This is an optimization exercise on Yosys and OpenROAD, whose aim is small area and a short achievable clock period, not a production implementation. Where RTL was checked, it was by simulation tests only, not by an equivalence proof against the original. Power is estimated from default activity; no workload was simulated.

== red ==
## riscv_cpu
module riscv_cpu (
  input  logic        clk_i,
  input  logic        rst_i,
  output logic [31:0] instr_addr_o,
  input  logic [31:0] instr_i,
  output logic        mem_req_o,
  output logic        mem_we_o,
  output logic [ 3:0] mem_be_o,
  output logic [31:0] mem_addr_o,
  output logic [31:0] mem_wd_o,
  input  logic [31:0] mem_rd_i,
  input  logic        mem_ready_i,
  input  logic [15:0] irq_req_i,
  output logic [15:0] irq_ret_o
);
export LEC_CHECK = 0
export CAP_MARGIN = 20
export CORE_MARGIN = 2
export CORE_UTILIZATION = 40
export CTS_BUF_LIST = sky130_fd_sc_hd__clkbuf_8
export CTS_CLUSTER_DIAMETER = 50
export CTS_CLUSTER_SIZE = 14
export PLACE_DENSITY = 0.6
export SLEW_MARGIN = 20
export SYNTH_HIERARCHICAL = 1
create_clock -name core_clock -period 26.0 [get_ports {clk_i}]
standard.sh (not shown) runs the stock make flow with config.mk's settings and CLKGATE_MAP_FILE= SYNTH_SCRIPT=/design/flow/synth_recipe.tcl, a recipe that flattens the netlist after the stock synthesis.
==> flow/flow/run.sh <==
#!/bin/bash
# The standard layout (standard.sh), with changes only to how the layout
# is optimised; the clock period, SDC and all constraints are unchanged:
#  * repair_timing aims for extra setup slack, so the flow works on the real
#    critical paths instead of stopping once the 26 ns period is met;
#  * port buffers are plain buffers rather than clock-delay cells.
# If the routed layout is left with an antenna violation, the layout is made
# once more with a slightly different placement density.
set -o pipefail
export SETUP_SLACK_MARGIN=11
export BUFFER_PORTS_ARGS="-buffer_cell sky130_fd_sc_hd__buf_2"

bash standard.sh > standard.log 2>&1
status=$?

ant=orfs/reports/sky130hd/riscv_cpu/base/drt_antennas.log
if [[ $status -ne 0 || ! -f out/final.def ]] || grep -q VIOLATED "$ant" 2>/dev/null; then
  echo "first layout unusable (status $status); retrying" > retry.log
  mv orfs orfs_try1
  mv standard.log standard_try1.log
  rm -f out/final.def
  sed -E 's/PLACE_DENSITY=0.6 /PLACE_DENSITY=0.62 /' standard.sh > standard_retry.sh
  bash standard_retry.sh > standard.log 2>&1
fi
#### Input delta (blue over red)
- CORE_UTILIZATION now 47, was 40
- PLACE_DENSITY now 0.65, was 0.6
--- a/flow/flow/run.sh
+++ b/flow/flow/run.sh
@@ -9,3 +9,3 @@
 set -o pipefail
-export SETUP_SLACK_MARGIN=11
+export SETUP_SLACK_MARGIN=11.5
 export BUFFER_PORTS_ARGS="-buffer_cell sky130_fd_sc_hd__buf_2"
@@ -21,3 +21,3 @@
   rm -f out/final.def
-  sed -E 's/PLACE_DENSITY=0.6 /PLACE_DENSITY=0.62 /' standard.sh > standard_retry.sh
+  sed -E 's/PLACE_DENSITY=0.65 /PLACE_DENSITY=0.67 /' standard.sh > standard_retry.sh
   bash standard_retry.sh > standard.log 2>&1
### Flow results
Although it ran to completion, blue produced a layout that fails the final checks because of max-capacitance violations. red: no failed stages, no open violations at the end. Looking at critical path's slowest cell, the and4_1 result is from red; the nor4_1 one comes from blue. blue against red: sequential share of layout area decreased by 0.88 points relative to the old numbers; area of the die -23,000 um2; pin count of the biggest net entering global routing went up 16; number of placed I/O pins stayed essentially flat. In the reports for blue and red, the smaller non-clock buffering overhead in the final layout belongs to red.
[inputs] green vs blue
- CORE_UTILIZATION: 47 -> 40
- PLACE_DENSITY: 0.65 -> 0.6
- CAP_MARGIN: 20 -> 5
- SLEW_MARGIN: 20 -> 5
--- a/flow/flow/run.sh
+++ b/flow/flow/run.sh
@@ -21,3 +21,3 @@
   rm -f out/final.def
-  sed -E 's/PLACE_DENSITY=0.65 /PLACE_DENSITY=0.67 /' standard.sh > standard_retry.sh
+  sed -E 's/PLACE_DENSITY=0.6 /PLACE_DENSITY=0.62 /' standard.sh > standard_retry.sh
   bash standard_retry.sh > standard.log 2>&1
Results
- green -> stages 100% | layout checks FAIL | max-capacitance violations, max-slew violations
- Number of slew-limit violations in the final report (higher): green
- Going from blue to green, worst hold slack shows a reduction of 0.0061 ns; number of iterations in the first detailed-routing pass shows no meaningful change; portion of the layout cell area used by clock cells shows an increase of 0.28 points.
- Met1 capacity usage during global routing: blue and green compared, lower one is green
- Clock skew, blue and green: smaller value in green
- Taking blue as the reference, in green number of cells traversed by the worst register-to-register path increased 3; final cycle utilization of the critical path now smaller.
- green has final worst setup slack above what blue had.
Modified inputs, orange compared to green
- swapping 5 for 20 in SLEW_MARGIN
- swapping 5 for 20 in CAP_MARGIN
--- a/flow/flow/run.sh
+++ b/flow/flow/run.sh
@@ -9,3 +9,3 @@
 set -o pipefail
-export SETUP_SLACK_MARGIN=11.5
+export SETUP_SLACK_MARGIN=12
 export BUFFER_PORTS_ARGS="-buffer_cell sky130_fd_sc_hd__buf_2"
Notes after the runs:
orange went all the way through the flow, and no timing, DRC or antenna check failed.
The flow for green finished, though final verification flagged max-capacitance violations, max-slew violations.
From orange to green, count of mapped cells out of synthesis did not move at all.
Compared orange against green; number of multi-input logic gates within noise.
On sequential fraction of design power, the lower figure sits with orange, not green.
[inputs] purple vs orange
--- a/flow/flow/run.sh
+++ b/flow/flow/run.sh
@@ -9,3 +9,3 @@
 set -o pipefail
-export SETUP_SLACK_MARGIN=12
+export SETUP_SLACK_MARGIN=11.5
 export BUFFER_PORTS_ARGS="-buffer_cell sky130_fd_sc_hd__buf_2"
==> run summary <==
Timing, DRC, antenna: 0 failures across purple and orange. Xor-xnor portion of the synthesized cell area came out exactly the same in purple and orange. As far as die area goes, purple and orange are indistinguishable; the numbers are identical. purple vs orange: sequential share of layout area up. Changes observed in purple relative to orange: peak clock frequency supported by timing now sits lower, switching power went down by 0.074 mW, length in cells of the worst reg-to-reg path now sits higher. Part of the power in the clock network came out lower on purple than on orange.

riscv_cpu, a different RTL version from the one above (not shown whole).
For scale: about 200 I/O pins, about 0.063 mm2 of cells after synthesis.
clock: 26.0 ns
lec_check: 0
cap_margin: 20
core_margin: 2
core_utilization: 40
cts_buf_list: sky130_fd_sc_hd__clkbuf_8
cts_cluster_diameter: 50
cts_cluster_size: 14
place_density: 0.6
slew_margin: 20
synth_hierarchical: 1
tns_end_percent: 10
==> flow/flow/run.sh <==
#!/bin/bash
# The standard layout (standard.sh), with two changes to how the layout
# is optimised; the clock period, SDC and all constraints are unchanged:
#  * repair_timing aims for extra setup slack, so the flow works on the real
#    critical paths instead of stopping once the 26 ns period is met;
#  * port buffers are plain buffers rather than clock-delay cells.
set -o pipefail
export SETUP_SLACK_MARGIN=11.5
export BUFFER_PORTS_ARGS="-buffer_cell sky130_fd_sc_hd__buf_2"
bash standard.sh > standard.log 2>&1
Rerun with:
Settings changed: CTS_CLUSTER_DIAMETER 50 to 60, CTS_CLUSTER_SIZE 14 to 16, TNS_END_PERCENT 10 to unset.
Critical path depth came out lower by 6; sequential cell count does not change; clock power came out lower by about 8%; global-route usage came out lower by 0.22 points; clock-buffer cell count came out lower by 31; fmax hardly moves; worst setup slack is worse by 0.013 ns.
Function was not checked in any run of this note: the RTL went through the layout flow alone.

[re-timing with driven ports]
Ports are ideal in the flow. The routed layouts listed here were re-timed in OpenROAD. Step 1 (the two cells are an assumption about what drives the block):
set clk [get_ports {clk_i}]
set_driving_cell -lib_cell sky130_fd_sc_hd__clkbuf_16 $clk
set_driving_cell -lib_cell sky130_fd_sc_hd__buf_2 [delete_from_list [all_inputs] $clk]
Step 2 also shifts input and output timing later by t, the mid clock arrival at the registers, as if the neighbouring blocks saw the same clock. a / b / c = no drivers / after step 1 / after step 2; a / b = the first two.
| run | t, ns | setup slack, ns | worst slew at a driven data input, ns |
|---|---|---|---|
| red | 0.980 | 10.936 / 10.860 / 10.860 | 0.10 |
| blue | 1.011 | 11.176 / 11.155 / 10.896 | 0.10 |
| green | 0.981 | 11.367 / 11.292 / 10.853 | 0.11 |
| orange | 1.041 | 11.608 / 11.405 / 11.067 | 0.25 |
| purple | 0.984 | 11.360 / 11.283 / 10.993 | 0.11 |
| the first run of note 2 | 0.978 | 11.404 / 11.296 / 11.296 | 0.16 |
| the second run of note 2 | 0.961 | 11.390 / 11.298 / 11.298 | 0.16 |
For orange, which loses most, drivers alone change the setup slack by -0.203 ns; drivers and shift together by -0.541 ns.
